From an optimization exercise on the open Yosys and OpenROAD flow, aimed at small area; shortcuts taken in it are not production practice.
Only simulation tests tie the RTL to the original design; equivalence was not proved.
Power and IR drop assume default switching activity.

==> design/flow/design.v <==
module hold_mux (w, h, d, q, y);
    input wire w, h, d, q;
    output wire y;
    assign y = (w & d) | (h & q);
endmodule
module full_add (a, b, ci, s, co);
    input wire a, b, ci;
    output wire s, co;
    assign s  = a ^ b ^ ci;
    assign co = (a & b) | (ci & (a ^ b));
endmodule
module half_add (a, b, s, co);
    input wire a, b;
    output wire s, co;
    assign s  = a ^ b;
    assign co = a & b;
endmodule
module merge (stopMerge, R_bg, G_bg, B_bg, R_sp, G_sp, B_sp, R_outRegA, G_outRegA, B_outRegA, R_outRegB, G_outRegB, B_outRegB, posX_bg, posY_bg, posX_sp, posY_sp, reset, clk, readVgaSelector,max_R_top, max_G_top, max_B_top, min_R_top, min_G_top, min_B_top, avg_R_top, avg_G_top, avg_B_top,
                        max_R_bottom, max_G_bottom, max_B_bottom, min_R_bottom, min_G_bottom, min_B_bottom, avg_R_bottom, avg_G_bottom, avg_B_bottom,
                        max_R_right, max_G_right, max_B_right, min_R_right, min_G_right, min_B_right, avg_R_right, avg_G_right, avg_B_right,
                        max_R_left, max_G_left, max_B_left, min_R_left, min_G_left, min_B_left, avg_R_left, avg_G_left, avg_B_left);
    input wire clk, reset, readVgaSelector;
    input wire [7:0] R_bg, G_bg, B_bg, R_sp, G_sp, B_sp;
    input wire [9:0] posX_bg, posY_bg, posX_sp, posY_sp;
    output reg [127:0] R_outRegA, G_outRegA, B_outRegA, R_outRegB, G_outRegB, B_outRegB;
    output wire [7:0] max_R_top, max_G_top, max_B_top, min_R_top, min_G_top, min_B_top, avg_R_top, avg_G_top, avg_B_top,
                        max_R_bottom, max_G_bottom, max_B_bottom, min_R_bottom, min_G_bottom, min_B_bottom, avg_R_bottom, avg_G_bottom, avg_B_bottom,
                        max_R_right, max_G_right, max_B_right, min_R_right, min_G_right, min_B_right, avg_R_right, avg_G_right, avg_B_right,
                        max_R_left, max_G_left, max_B_left, min_R_left, min_G_left, min_B_left, avg_R_left, avg_G_left, avg_B_left;
    output stopMerge;
    reg [5:0] cnt;
    wire iniciarMerge = cnt[5] & cnt[0];
    reg [9:0] ancX, ancY;
    always @(posedge clk) begin
        if (reset) begin
            cnt  <= 6'd0;
            ancX <= 10'd0;
            ancY <= 10'd0;
        end else begin
            if (!iniciarMerge)
                cnt <= cnt + 6'd1;
            if (cnt == 6'd0) begin
                ancX <= posX_sp;
                ancY <= posY_sp;
            end
        end
    end
    reg [3:0] contadorA, contadorB;
    reg full_A, full_B;
    assign stopMerge = readVgaSelector ? full_A : full_B;
    wire goA = iniciarMerge &  readVgaSelector & ~full_A;
    wire goB = iniciarMerge & ~readVgaSelector & ~full_B;
    wire trans = (R_sp == 8'h17) & (G_sp == 8'h17) & (B_sp == 8'h17);
    wire [23:0] pix  = trans ? {B_bg, G_bg, R_bg} : {B_sp, G_sp, R_sp};
    always @(posedge clk) begin
        if (reset) begin
            contadorA <= 4'd0;
            contadorB <= 4'd0;
            full_A <= 1'b0;
            full_B <= 1'b0;
        end else if (iniciarMerge) begin
            contadorA <= (readVgaSelector && contadorA != 4'd15) ? contadorA + 4'd1 : 4'd0;
            contadorB <= (!readVgaSelector && contadorB != 4'd15) ? contadorB + 4'd1 : 4'd0;
            if (goA) begin
                full_B <= 1'b0;
                if (contadorA == 4'd15) full_A <= 1'b1;
            end else if (goB) begin
                full_A <= 1'b0;
                if (contadorA == 4'd15) full_B <= 1'b1;
            end
        end
    end
    genvar i, k;
    generate
        for (i = 0; i < 16; i = i + 1) begin : slot
            wire xA = goA & (contadorA == i);
            wire xB = goB & (contadorB == i);
            wire [23:0] qA = {B_outRegA[8*i +: 8], G_outRegA[8*i +: 8], R_outRegA[8*i +: 8]};
            wire [23:0] qB = {B_outRegB[8*i +: 8], G_outRegB[8*i +: 8], R_outRegB[8*i +: 8]};
            wire [23:0] nA, nB;
            wire wA = xA & ~reset, hA = ~xA & ~reset;
            wire wB = xB & ~reset, hB = ~xB & ~reset;
            for (k = 0; k < 24; k = k + 1) begin : bt
                hold_mux mA (.w(wA), .h(hA), .d(pix[k]), .q(qA[k]), .y(nA[k]));
                hold_mux mB (.w(wB), .h(hB), .d(pix[k]), .q(qB[k]), .y(nB[k]));
            end
            always @(posedge clk) begin
                {B_outRegA[8*i +: 8], G_outRegA[8*i +: 8], R_outRegA[8*i +: 8]} <= nA;
                {B_outRegB[8*i +: 8], G_outRegB[8*i +: 8], R_outRegB[8*i +: 8]} <= nB;
            end
        end
    endgenerate
    wire [10:0] dX, dY;
    wire [10:0] bX, bY;
    assign bX[0] = 1'b1;
    assign bY[0] = 1'b1;
    genvar b;
    generate
        for (b = 0; b < 10; b = b + 1) begin : sub
            full_add fx (.a(posX_bg[b]), .b(~ancX[b]), .ci(bX[b]), .s(dX[b]), .co(bX[b+1]));
            full_add fy (.a(posY_bg[b]), .b(~ancY[b]), .ci(bY[b]), .s(dY[b]), .co(bY[b+1]));
        end
    endgenerate
    assign dX[10] = ~bX[10];
    assign dY[10] = ~bY[10];
    wire inXY = ~dX[10] & ~|dX[9:4] & ~dY[10] & ~|dY[9:4];
    wire x0 = dX[3:0] == 4'd0;
    wire x15 = &dX[3:0];
    wire y0 = dY[3:0] == 4'd0;
    wire y15 = &dY[3:0];
    wire [3:0] act;
    assign act[0] = inXY & x0;
    assign act[1] = inXY & ~x0 & x15;
    assign act[2] = inXY & ~x0 & ~x15 & y15;
    assign act[3] = inXY & ~x0 & ~x15 & ~y15 & y0;
    reg rd;
    reg [3:0] ad;
    reg [23:0] cd;
    always @(posedge clk) begin
        rd <= reset;
        ad <= act;
        cd <= {B_bg, G_bg, R_bg};
    end
    reg [143:0] S;
    reg [95:0]  MX;
    reg [95:0]  AV;
    genvar r, c;
    generate
        for (c = 0; c < 3; c = c + 1) begin : ch
            wire [7:0]  col  = cd[8*c +: 8];
            wire [11:0] selS = ({12{ad[0]}} & S[12*c +: 12])     | ({12{ad[1]}} & S[12*(3+c) +: 12]) |
                               ({12{ad[2]}} & S[12*(6+c) +: 12]) | ({12{ad[3]}} & S[12*(9+c) +: 12]);
            wire [7:0]  selM = ({8{ad[0]}} & MX[8*c +: 8])      | ({8{ad[1]}} & MX[8*(3+c) +: 8]) |
                               ({8{ad[2]}} & MX[8*(6+c) +: 8])  | ({8{ad[3]}} & MX[8*(9+c) +: 8]);
            wire [11:0] nsum;
            wire [12:0] cy;
            wire [8:0]  gc;
            assign cy[0] = 1'b0;
            assign gc[0] = 1'b0;
            for (b = 0; b < 12; b = b + 1) begin : add
                if (b == 0 || b >= 8)
                    half_add ha (.a(selS[b]), .b(b == 0 ? col[0] : cy[b]), .s(nsum[b]), .co(cy[b+1]));
                else
                    full_add fa (.a(selS[b]), .b(col[b]), .ci(cy[b]), .s(nsum[b]), .co(cy[b+1]));
            end
            for (b = 0; b < 8; b = b + 1) begin : cmp
                assign gc[b+1] = (col[b] & ~selM[b]) | (gc[b] & ~(col[b] ^ selM[b]));
            end
            wire gt = gc[8];
            for (r = 0; r < 4; r = r + 1) begin : rg
                wire x  = ad[r];
                wire xm = x & gt;
                wire w  = x & ~rd,  h  = ~x & ~rd;
                wire wm = xm & ~rd, hm = ~xm & ~rd;
                wire [11:0] nS;
                wire [7:0]  nA, nM;
                for (b = 0; b < 12; b = b + 1) begin : bs
                    hold_mux mS (.w(w), .h(h), .d(nsum[b]), .q(S[12*(3*r + c) + b]), .y(nS[b]));
                end
                for (b = 0; b < 8; b = b + 1) begin : ba
                    hold_mux mA (.w(w), .h(h), .d(selS[4 + b]), .q(AV[8*(3*r + c) + b]), .y(nA[b]));
                    hold_mux mM (.w(wm), .h(hm), .d(col[b]), .q(MX[8*(3*r + c) + b]), .y(nM[b]));
                end
                always @(posedge clk) begin
                    S[12*(3*r + c) +: 12] <= nS;
                    AV[8*(3*r + c) +: 8]  <= nA;
                    MX[8*(3*r + c) +: 8]  <= nM;
                end
            end
        end
    endgenerate
    assign {max_B_top, max_G_top, max_R_top}          = MX[23:0];
    assign {max_B_bottom, max_G_bottom, max_R_bottom} = MX[47:24];
    assign {max_B_right, max_G_right, max_R_right}    = MX[71:48];
    assign {max_B_left, max_G_left, max_R_left}       = MX[95:72];
    assign {avg_B_top, avg_G_top, avg_R_top}          = AV[23:0];
    assign {avg_B_bottom, avg_G_bottom, avg_R_bottom} = AV[47:24];
    assign {avg_B_right, avg_G_right, avg_R_right}    = AV[71:48];
    assign {avg_B_left, avg_G_left, avg_R_left}       = AV[95:72];
    assign {min_B_top, min_G_top, min_R_top}          = 24'd0;
    assign {min_B_bottom, min_G_bottom, min_R_bottom} = 24'd0;
    assign {min_B_right, min_G_right, min_R_right}    = 24'd0;
    assign {min_B_left, min_G_left, min_R_left}       = 24'd0;
endmodule
==> design/flow/flow/run.sh <==
#!/bin/bash
# Standard ORFS layout; the port buffers are the smallest buffer cell, the
# clock tree uses small clock buffers and no dummy loads.
set -euo pipefail
bash standard.sh \
  "BUFFER_PORTS_ARGS=-buffer_cell sky130_fd_sc_hd__buf_1" \
  "CTS_ARGS=-sink_clustering_enable -repair_clock_nets -buf_list {sky130_fd_sc_hd__clkbuf_4} -dont_use_dummy_load -sink_clustering_size 10 -sink_clustering_max_diameter 42" \
  SKIP_REPAIR_TIE_FANOUT=1 \
  finish > standard_make.log 2>&1
==> design/flow/standard.sh <==
#!/bin/bash
# synth_recipe.tcl (not shown) runs the flow's synth.tcl, then flattens the netlist and writes it again
# the make line also repeats each setting of config.mk as NAME=value (left out here)
make -C /OpenROAD-flow-scripts/flow DESIGN_CONFIG=/design/flow/config.mk WORK_HOME=/design/flow/orfs CLKGATE_MAP_FILE= SYNTH_SCRIPT=/design/flow/synth_recipe.tcl "${@:-finish}"
==> design/flow/config.mk <==
export PLATFORM = sky130hd
export DESIGN_NAME = merge
export DESIGN_NICKNAME = merge
export VERILOG_FILES = /design/flow/design.v
export SDC_FILE = /design/flow/constraint.sdc
export NUM_CORES = 4
export LEC_CHECK = 0
export CAP_MARGIN = 5
export CORE_AREA = 2 2 323 323
export DIE_AREA = 0 0 325 325
export PLACE_DENSITY = 0.92
export SLEW_MARGIN = 5
export SYNTH_HIERARCHICAL = 1
==> design/flow/constraint.sdc <==
create_clock -name core_clock -period 10.0 [get_ports {clk}]
set_input_delay 2.0000 -clock core_clock [delete_from_list [all_inputs] [get_ports {clk}]]
set_output_delay 2.0000 -clock core_clock [all_outputs]
set_load 0.01 [all_outputs]
==> results.yml, run 1 <==
global_route:
  grt_pass1_wl_um: 225600
  grt_pass1_vias: 33500
  grt_overflow_total: 0
  grt_usage_pct: 28.35
  grt_max_degree: 97
  top_usage_layer: "met2"
  antenna_found_initial: 8
  grtUsageMet3_pct: 9.946
  grt_util_met2_pct: 44.57
  use_met1_pct: 31.92
timing:
  slew_violations: 0
  timing.slew.headroom_pct: 9.444
  rsz0062_at_grt: "false"
  hold_violations: 0
  fmax_mhz: 163.0
  period_share_pct: 61.34
  tightest_slew_ns: 1.357
  fin_skew_ns: 0.1449
  whs_ns: 0.4605
  period_needed_ns: 6.134
  finalSetupTns_ns: 0
  setup_viol: 0
  timing.final.ws_setup_ns: 3.866
logic_synthesis:
  yosys-top-cells-area: "dfxtp_1 61%, a22o_1 26%, fa_1 2.1%, buf_4 1.9%, a22oi_1 1.5%"
  synth_area_per_cell_um2: 12.64
  yosysWarnings: 7
  async_reset_ff_share_pct: 0
  synth_seq_cells: 1169
  yosysTopAreaCellShare_pct: 60.77
  synth_ff_type: "dfxtp_1"
  ys_types: 48
  synthCells: 3046
  synth_commonest_cells: "1169 x dfxtp_1, 1125 x a22o_1, 99 x nand2_1, 96 x buf_4, 78 x a22oi_1"
  synth_edf_count: 0
  synth_nets: 3224
  yosysMostFrequentCell: "dfxtp_1"
  synthesis.area_um2: 38510
  synth_top_cell_by_area: "dfxtp_1"
  yosysSeqAreaShare_pct: 60.77
setup_path:
  path_cells: "buf_1 > fa_1 > fa_1 > fa_1 > fa_1 > fa_1 > fa_1 > fa_1 > fa_1 > fa_1 > fa_1 > nor4b_1 > nand4_1 > nand3b_1 > nor2_1"
  timing.critical_path.buf_inv: 1
  cpMostUsedCell: "fa_1"
  cp_max_fo: 3
  rrSetupSlack_ns: 4.45
  critPathCaptureType: "flip-flop"
  slowest_delay_ns: 0.43
  timing.rr.end: "S[95]"
  r2r_start: "ad[1]"
  crit_family: "adder cells"
  criticalPathCategory: "in -> reg"
  worstPathRequired_ns: 10.87
  worst-r2r-cell-count: 16
  cpMaxStageDelayCell: "fa_1"
  critPathLaunchType: "primary input"
  arrival_ns: 7.01
clock_network:
  root_buffer: "clkbuf_4"
  cts_buffers: 147
  clock-sinks: 1169
  clock_path_buffers: 3
  insertion_delay_ns: 1.07
  cts_setup_buffers: 0
  ctsHoldBuffers: 0
  ctsResizeCount: 0
  clk_pin_slew_worst_paths_ns: 0.08
  htree_num_levels: 4
  cts_tree: "built"
route:
  drt-initial-drc-count: 4910
  antenna_left: 0
  drc: 0
  via_per_inst: 6.252
  first_pass_iters: 7
  via_count: 34730
  wl_per_cell_um: 28.63
  routed_wl_um: 159000
power_and_ir_drop:
  cellLeakagePower_nw: 17.05
  p_per_area_nw_per_um2: 160.2
  p_total_mw: 7.263
  peakVddDrop_v: 0.0001375
finish:
  nets: 4357
  layout.cells.non_filler: 5555
  syn_to_final_growth_pct: 17.70
  drive_above_1_share_pct: 7.924
placement:
  dp_hpwl_um: 101900
  placed_cells: 5396
  io_buffers: 1051
  globalplace.congestion: 0.9188
  dp_slack_ns: 2.943
floorplan:
  rows: 117
  coreArea_um2: 102000
  dieArea_um2: 105600
  start_util_pct: 37.74
  fp.dieH_um: 325
  pin_count: 1148
  die_x_um: 325
worst_hold_path:
  hp-class: "reg -> reg"
  hold_path_end: "ancY[5]"
  min_from: "ancY[5]"
  hold_path_depth: 2
run:
  cap_violations: 0
run_status:
  status: "timing/DRC/antenna clean"
[per-module statistics from Yosys (local to each module, per instance)]
| module | copies in the design | cells | flip-flops and latches | area [um^2] |
|---|---|---|---|---|
| full_add | 41 | 1 | 0 | 20.02 |
| half_add | 15 | 1 | 0 | 12.51 |
| hold_mux | 1104 | 1 | 0 | 8.758 |
| merge | 1 | 1886 | 1169 | 27830 |
[cells in the final DEF, fill, tap and decap left out, types with 3 or more instances in the layout]
master / instances
nor2_2: 14
a22o_1: 1125
nor3_1: 6
buf_1: 1050
a221oi_1: 21
fa_1: 41
nor2b_1: 5
a21o_2: 12
nand3_1: 11
nand2b_1: 8
or3_1: 6
diode_2: 10
a22oi_1: 78
ha_1: 46
and4_1: 3
a21oi_1: 48
clkbuf_4: 148
inv_2: 4
nor3_2: 10
a21oi_2: 23
dfxtp_2: 4
o21a_1: 6
nor2_4: 7
nand4_1: 7
nor4_1: 3
a21oi_4: 5
dfxtp_1: 1165
a2111oi_0: 3
nand2_1: 99
o21ai_0: 16
mux2_2: 10
buf_4: 80
o41a_2: 3
and2_1: 10
nor2_1: 37
inv_1: 28
a31oi_1: 4
[where the power goes]
| group | switching (mW) | internal (mW) | total (mW) | leakage [nW] |
|---|---|---|---|---|
| registers | 0.0208 | 4.67 | 4.69 | 9.43 |
| clock network | 1.51 | 0.676 | 2.18 | 0.676 |
| logic | 0.320 | 0.0704 | 0.391 | 6.95 |
[metal layers]
layer | vias to the layer above | share of wire, %
li1 | 14110 | -
met1 | 16570 | 34
met2 | 3248 | 45
met3 | 796 | 13
met4 | 6 | 7.9
met5 | - | 0.025
[cell type report]
class / count / area [um^2]
fill: 9093 / 56710
multi-input combinational: 1696 / 14400
sequential: 1169 / 23410
clock buffer: 147 / 1104
antenna: 10 / 25.02
timing repair buffer: 1133 / 4559
inverter: 32 / 120.1
tap: 1368 / 1712
[cells by family after synthesis]
family | share of synthesized area, %
buffers and inverters | 2.729
flip-flops | 60.77
AND/OR/NAND/NOR | 2.963
adder cells (fa/ha/maj) | 3.626
multiplexers | 0.2924
AO/OA/AOI/OAI | 29.55
XOR/XNOR | 0.04550
other | 0.01950
[registers in the layout, summed over array words and instances, names as in the netlist]
name / flops
AV: 96
B_outRegA: 128
B_outRegB: 128
G_outRegA: 128
G_outRegB: 128
MX: 96
R_outRegA: 128
R_outRegB: 128
S: 144
ad: 4
ancX: 10
ancY: 10
cd: 24
cnt: 6
contadorA: 4
contadorB: 4
full_A: 1
full_B: 1
rd: 1
[worst max path at each step]
stage / from / to / slack (ns) / cells after the start
after floorplan: posX_bg[0] / ad[3] / 3.39 / 14
final: posX_bg[0] / ad[3] / 3.87 / 15
after global routing: posX_bg[0] / ad[3] / 3.78 / 15
after detailed placement: posX_bg[0] / ad[3] / 2.94 / 15
after CTS: posX_bg[0] / ad[3] / 4.11 / 15
after global placement: posX_bg[0] / ad[3] / 3.01 / 15
[through the flow]
| stage | util, % | instance area [um^2] |
|---|---|---|
| final | 44.42 | 45330 |
| after global routing | 44.40 | 45310 |
| after CTS | 44.38 | 45290 |
| after detailed placement | 43.30 | 44180 |
| after global placement | 43.30 | 44180 |
| after floorplan | - | 38510 |
[worst register-to-register path, cell delays in order, from the launching register on]
cell and delay, ns:
dfxtp_2 0.47, buf_4 0.37, a22oi_1 0.31, nand2_1 0.13
ha_1 0.24, fa_1 0.40, fa_1 0.44, fa_1 0.44
fa_1 0.41, fa_1 0.40, fa_1 0.39, fa_1 0.37
ha_1 0.19, ha_1 0.21, ha_1 0.20, ha_1 0.33
a22o_1 0.23
==> inputs of run 2 (changes only) <==
--- a/design/flow/config.mk
+++ b/design/flow/config.mk
@@ -10,3 +10,3 @@
 export DIE_AREA = 0 0 325 325
-export PLACE_DENSITY = 0.92
+export PLACE_DENSITY = 0.85
 export SLEW_MARGIN = 5
==> results.yml, run 2 <==
global_route:
  grt_pass1_wl_um: 222300
  grt_pass1_vias: 32560
  grt_overflow_total: 0
  grt_max_degree: 97
  antenna_found_initial: 6
  grt_usage_pct: 28.03
logic_synthesis:
  ys_types: 48
  yosysTopAreaCellShare_pct: 60.77
  yosys.area_share.simple_pct: 2.963
  synth_compound_area_share_pct: 29.55
  yosysMostFrequentCell: "dfxtp_1"
  synthesis.area_um2: 38510
  synth_area_per_cell_um2: 12.64
  synthMuxAreaShare_pct: 0.2924
  yosys-top-cells-area: "dfxtp_1 61%, a22o_1 26%, fa_1 2.1%, buf_4 1.9%, a22oi_1 1.5%"
  synth_xor_area_share_pct: 0.04549
  synthCells: 3046
  yosysSeqAreaShare_pct: 60.77
  synth_seq_cells: 1169
  synth_fa_ha_area_share_pct: 3.626
  synth_edf_count: 0
  synth_ff_type: "dfxtp_1"
  async_reset_ff_share_pct: 0
  synth_top_cell_by_area: "dfxtp_1"
  yosysWarnings: 7
  synth_commonest_cells: "1169 x dfxtp_1, 1125 x a22o_1, 99 x nand2_1, 96 x buf_4, 78 x a22oi_1"
  synth_nets: 3224
  synth_top_family_by_area: "compound AO/OA/AOI/OAI gates"
setup_path:
  arrival_ns: 7.14
  timing.critical_path.buf_inv: 1
  criticalPathCategory: "in -> reg"
  cpMostUsedCell: "fa_1"
  cpMaxStageDelayCell: "fa_1"
  critPathCaptureType: "flip-flop"
  cp_max_fo: 3
  worstPathRequired_ns: 10.94
  crit_family: "adder cells"
  worst-r2r-cell-count: 16
  path_cells: "buf_1 > fa_1 > fa_1 > fa_1 > fa_1 > fa_1 > fa_1 > fa_1 > fa_1 > fa_1 > fa_1 > nor4b_1 > nand4_1 > nand3b_1 > nor2_1"
  timing.rr.end: "S[107]"
  r2r_start: "ad[0]"
  rrSetupSlack_ns: 4.37
  slowest_delay_ns: 0.46
  critPathLaunchType: "primary input"
route:
  routed_wl_um: 156900
  drc: 0
  via_count: 34200
  antenna_left: 0
  via_per_inst: 6.163
  drt-initial-drc-count: 4034
  wl_per_cell_um: 28.28
  first_pass_iters: 6
timing:
  fin_skew_ns: 0.1629
  whs_ns: 0.4614
  setup_viol: 0
  hold_violations: 0
  slew_violations: 0
  period_share_pct: 61.98
  timing.slew.headroom_pct: 9.532
  tightest_slew_ns: 1.343
  finalSetupTns_ns: 0
  period_needed_ns: 6.198
  rsz0062_at_grt: "false"
  fmax_mhz: 161.3
finish:
  syn_to_final_growth_pct: 17.69
  drive_above_1_share_pct: 7.932
  final_area_um2: 45320
  largest_reg_flops: 144
  nets: 4353
  regMostFlops: "S"
  final_cell_mix: "1165 x dfxtp_1, 1125 x a22o_1, 1050 x buf_1"
  final_common_cell: "dfxtp_1"
run_status:
  status: "timing/DRC/antenna clean"
placement:
  globalplace.congestion: 0.9651
  io_buffers: 1051
  placed_area_um2: 44200
  dp_hpwl_um: 102100
power_and_ir_drop:
  cellLeakagePower_nw: 17.04
  power_frac_comb_pct: 5.4
  power.internal_mw: 5.412
  peakVddDrop_v: 0.0001217
  seqPwrFrac_pct: 64.5
  p_total_mw: 7.262
  switching_power_mw: 1.850
  clkPwrFrac_pct: 30.1
  p_per_area_nw_per_um2: 160.2
  p_sw_share_pct: 25.47
clock_network:
  clock-sinks: 1169
  insertion_delay_ns: 1.08
  clk_pin_slew_worst_paths_ns: 0.11
  htree_num_levels: 4
  cts_buffers: 147
  clock_path_buffers: 3
  ctsResizeCount: 0
  cts_setup_buffers: 0
  ctsHoldBuffers: 0
  cts_tree: "built"
  root_buffer: "clkbuf_4"
worst_hold_path:
  hold_path_end: "ancY[2]"
  hold_path_depth: 2
  hp-class: "reg -> reg"
  min_from: "ancY[2]"
floorplan:
  coreArea_um2: 102000
  die_x_um: 325
  rows: 117
  fp.dieH_um: 325
  pin_count: 1148
  start_util_pct: 37.74
  dieArea_um2: 105600
run:
  cap_violations: 0
[run 2: how the worst max path moves through the flow]
stage                     startpoint     to  slack (ns)  depth (start not counted)
after floorplan           posX_bg[0]  ad[3]        3.39                         14
after global placement    posX_bg[0]  ad[3]        2.92                         15
after detailed placement  posX_bg[0]  ad[3]        2.81                         15
after global routing      posX_bg[0]  ad[3]        3.70                         15
final                     posX_bg[0]  ad[3]        3.80                         15
after CTS                 posX_bg[0]  ad[3]        4.02                         15
[run 2: layout make-up]
type                            count  area [um^2]
Tap cell                         1368         1712
Antenna cell                        8        20.02
Timing Repair Buffer             1129         4534
Sequential cell                  1169        23410
Multi-Input combinational cell   1696        14430
Clock buffer                      147         1104
Fill cell                        9347        56710
Inverter                           32        120.1
[run 2: power by group through the flow]
stage	registers, mW	logic (mW)	clock network [mW]
finish	4.69	0.389	2.19
global route	4.69	0.397	2.38
CTS	4.69	0.373	2.20
floorplan	4.79	0.203	0
detailed placement	4.79	0.372	0
global placement	4.79	0.366	0
[run 2: logic make-up after synthesis]
family / Yosys count
mux: 10
xor+xnor: 2
fa+ha+maj: 87
simple gates: 241
other cells: 2
flops: 1169
compound gates: 1354
buf+inv: 181
[run 2: metal layers]
metal / routed length, um / share of wire (%) / track usage, %
met5: 29 / 0.018 / 0
met2: 71920 / 46 / 45.13
met3: 19530 / 12 / 8.872
met1: 54270 / 35 / 32.02
met4: 11170 / 7.1 / 18.44
[run 2: per-module statistics from Yosys (local to each module, per instance)]
| module | cell area (um^2) | flops+latches | copies in the design |
|---|---|---|---|
| hold_mux | 8.758 | 0 | 1104 |
| merge | 27830 | 1169 | 1 |
| full_add | 20.02 | 0 | 41 |
| half_add | 12.51 | 0 | 15 |
[run 2: tightest hold or removal path: stages (launching register included)]
cell and delay (ns):
dfxtp_1 0.32, nand2_1 0.05, a21oi_1 0.05
[run 2: per-stage QoR]
step / std cells / setup slack [ns] / utilization, %
detailed placement: 5394 / 2.813 / 43.32
finish: 5549 / 3.802 / 44.42
global placement: 5394 / 2.915 / 43.32
global route: 5542 / 3.698 / 44.40
floorplan: 3046 / 3.388 / -
CTS: 5541 / 4.023 / 44.40
==> inputs of run 3 (changes only) <==
--- a/design/flow/config.mk
+++ b/design/flow/config.mk
@@ -7,3 +7,3 @@
 export LEC_CHECK = 0
-export CAP_MARGIN = 5
+export CAP_MARGIN = 20
 export CORE_AREA = 2 2 323 323
@@ -11,3 +11,3 @@
 export PLACE_DENSITY = 0.85
-export SLEW_MARGIN = 5
+export SLEW_MARGIN = 20
 export SYNTH_HIERARCHICAL = 1
==> results.yml, run 3 <==
run_status:
  status: "timing/DRC/antenna clean"
setup_path:
  path_cells: "buf_1 > fa_1 > fa_1 > fa_1 > fa_1 > fa_1 > fa_1 > fa_1 > fa_1 > fa_1 > fa_1 > nor4b_1 > nand4_1 > nand3b_1 > nor2_1"
  slowest_delay_ns: 0.46
  critPathCaptureType: "flip-flop"
  worst-r2r-cell-count: 16
  cpMostUsedCell: "fa_1"
  criticalPathCategory: "in -> reg"
  arrival_ns: 7.05
  timing.rr.end: "S[71]"
  critPathLaunchType: "primary input"
  worstPathRequired_ns: 10.96
  rrSetupSlack_ns: 4.39
  cp_max_fo: 3
  cpMaxStageDelayCell: "fa_1"
  r2r_start: "ad[0]"
floorplan:
  fp.dieH_um: 325
  pin_count: 1148
  dieArea_um2: 105600
  rows: 117
  coreArea_um2: 102000
  die_x_um: 325
  start_util_pct: 37.74
finish:
  largest_reg_flops: 144
  final_cell_mix: "1165 x dfxtp_1, 1125 x a22o_1, 1050 x buf_1"
  syn_to_final_growth_pct: 17.89
  drive_above_1_share_pct: 8.020
  final_common_cell: "dfxtp_1"
  regMostFlops: "S"
  nets: 4357
logic_synthesis:
  yosysWarnings: 7
  yosysMostFrequentCell: "dfxtp_1"
  yosysTopAreaCellShare_pct: 60.77
  synth_seq_cells: 1169
  synthCells: 3046
  synth_area_per_cell_um2: 12.64
  synth_commonest_cells: "1169 x dfxtp_1, 1125 x a22o_1, 99 x nand2_1, 96 x buf_4, 78 x a22oi_1"
  synth_ff_type: "dfxtp_1"
  ys_types: 48
  synth_nets: 3224
  synth_top_cell_by_area: "dfxtp_1"
  synthesis.area_um2: 38510
  synth_edf_count: 0
  yosys-top-cells-area: "dfxtp_1 61%, a22o_1 26%, fa_1 2.1%, buf_4 1.9%, a22oi_1 1.5%"
  async_reset_ff_share_pct: 0
  yosysSeqAreaShare_pct: 60.77
placement:
  globalplace.congestion: 0.9651
  dp_hpwl_um: 102000
  dp_slack_ns: 2.866
  io_buffers: 1051
route:
  first_pass_iters: 8
  routed_wl_um: 156500
  via_per_inst: 6.100
  drc: 0
  drt-initial-drc-count: 4223
  antenna_left: 0
  wl_per_cell_um: 28.21
  via_count: 33840
global_route:
  grt_max_degree: 97
  grt_usage_pct: 28.00
  grt_pass1_wl_um: 222100
  antenna_found_initial: 6
  grt_overflow_total: 0
  grt_pass1_vias: 32590
worst_hold_path:
  min_from: "ancX[9]"
  hp-class: "reg -> reg"
  hold_path_end: "ancX[9]"
  hold_path_depth: 2
power_and_ir_drop:
  p_per_area_nw_per_um2: 160.0
  p_total_mw: 7.265
  cellLeakagePower_nw: 17.07
  peakVddDrop_v: 0.0001117
timing:
  fmax_mhz: 164.0
  timing.final.ws_setup_ns: 3.902
  period_needed_ns: 6.098
  tightest_slew_ns: 1.197
  timing.slew.headroom_pct: 20.01
  setup_viol: 0
  rsz0062_at_grt: "false"
  hold_violations: 0
  period_share_pct: 60.98
  fin_skew_ns: 0.1735
  whs_ns: 0.4636
  slew_violations: 0
  finalSetupTns_ns: 0
clock_network:
  ctsResizeCount: 0
  htree_num_levels: 4
  clock_path_buffers: 3
  cts_buffers: 148
  clock-sinks: 1169
  cts_setup_buffers: 0
  cts_tree: "built"
  clk_pin_slew_worst_paths_ns: 0.10
  insertion_delay_ns: 1.10
  ctsHoldBuffers: 0
  root_buffer: "clkbuf_4"
run:
  cap_violations: 0
## run 3: cell types whose count changed in the layout (fill, tap and decap cells not counted)
cell,change
a21oi_2,-1
diode_2,-6
o21ai_0,-6
buf_16,+1
o21ai_1,+6
buf_6,+1
nor2_4,+4
clkbuf_4,+1
buf_8,+1
a21oi_4,+1
nor2_2,-4
## run 3: worst max-delay path, delay by kind of cell
kind | cells | cell delay (ns)
adders and majority gates | 10 | 4.02
and+or+nand+nor | 4 | 0.91
buffers and inverters | 1 | 0.10
## run 3: metal layers
layer / track usage, % / vias to the layer above / share of wire [%]
met4: 18.41 / 6 / 7.2
met1: 32.71 / 16400 / 35
met2: 45.02 / 2723 / 46
met3: 7.824 / 587 / 12
met5: 0 / - / 0.029
li1: - / 14120 / -
## run 3: per-module statistics from Yosys (local to each module, per instance)
| module | cell area (um^2) | copies in the design | flops+latches |
|---|---|---|---|
| half_add | 12.51 | 15 | 0 |
| full_add | 20.02 | 41 | 0 |
| hold_mux | 8.758 | 1104 | 0 |
| merge | 27830 | 1 | 1169 |
## run 3: cell type report
class | instances | area, um^2
flip-flops and latches | 1169 | 23410
repair buffers | 1132 | 4588
well taps | 1368 | 1712
diodes | 2 | 5.005
clock buffers | 148 | 1111
inverters | 32 | 120.1
fillers | 9240 | 56640
multi-input cells | 1696 | 14450
## run 3: kinds of logic after synthesis
kind of cell,synth area share (%)
compound gates,29.55
flops,60.77
simple gates,2.963
buf+inv,2.729
fa+ha+maj,3.626
mux,0.2924
other cells,0.01950
xor+xnor,0.04550
## run 3: how the worst max path moves through the flow
stage,from,end,cells after the start
2_1_floorplan,posX_bg[0],ad[3],14
3_3_place_gp,posX_bg[0],ad[3],15
3_5_place_dp,posX_bg[0],ad[3],15
4_1_cts,posX_bg[0],ad[3],15
5_1_grt,posX_bg[0],ad[3],15
6_report,posX_bg[0],ad[3],15
## run 3: metrics by stage
step / instances / utilization, % / area (um^2)
finish: 5547 / 44.49 / 45400
global route: 5546 / 44.49 / 45390
CTS: 5544 / 44.43 / 45340
detailed placement: 5396 / 43.34 / 44230
global placement: 5394 / 43.32 / 44200
floorplan: 3046 / - / 38510
## run 3: power breakdown
part           internal [mW]  switching [mW]
Sequential              4.67          0.0199
Clock                  0.679            1.51
Combinational         0.0715           0.317

-- afterwards: timing with drivers on the ports --
No port has a modelled driver above. Below, the same layouts with a new extraction and two added sets of constraints. Step 1, drivers: a clkbuf_16 drives clk and a buf_2 each remaining input, both assumed. Step 2 also shifts input and output timing later by t, the mid clock arrival at the registers, as if the neighbouring blocks saw the same clock. Slacks: ideal / step 1 / step 2; pairs: ideal / step 1.
| run | shift t [ns] | slack for setup (ns) | worst setup path at the end |
|---|---|---|---|
| run 1 | 1.069 | 3.866 / 3.918 / 2.848 | input to register |
| run 2 | 1.066 | 3.802 / 3.853 / 2.787 | input to register |
| run 3 | 1.091 | 3.902 / 3.960 / 2.869 | input to register |
After both steps setup and hold are still met in every run listed. The setup slack of run 3, which loses most, moves by +0.058 ns with the drivers and by -1.033 ns with both steps.
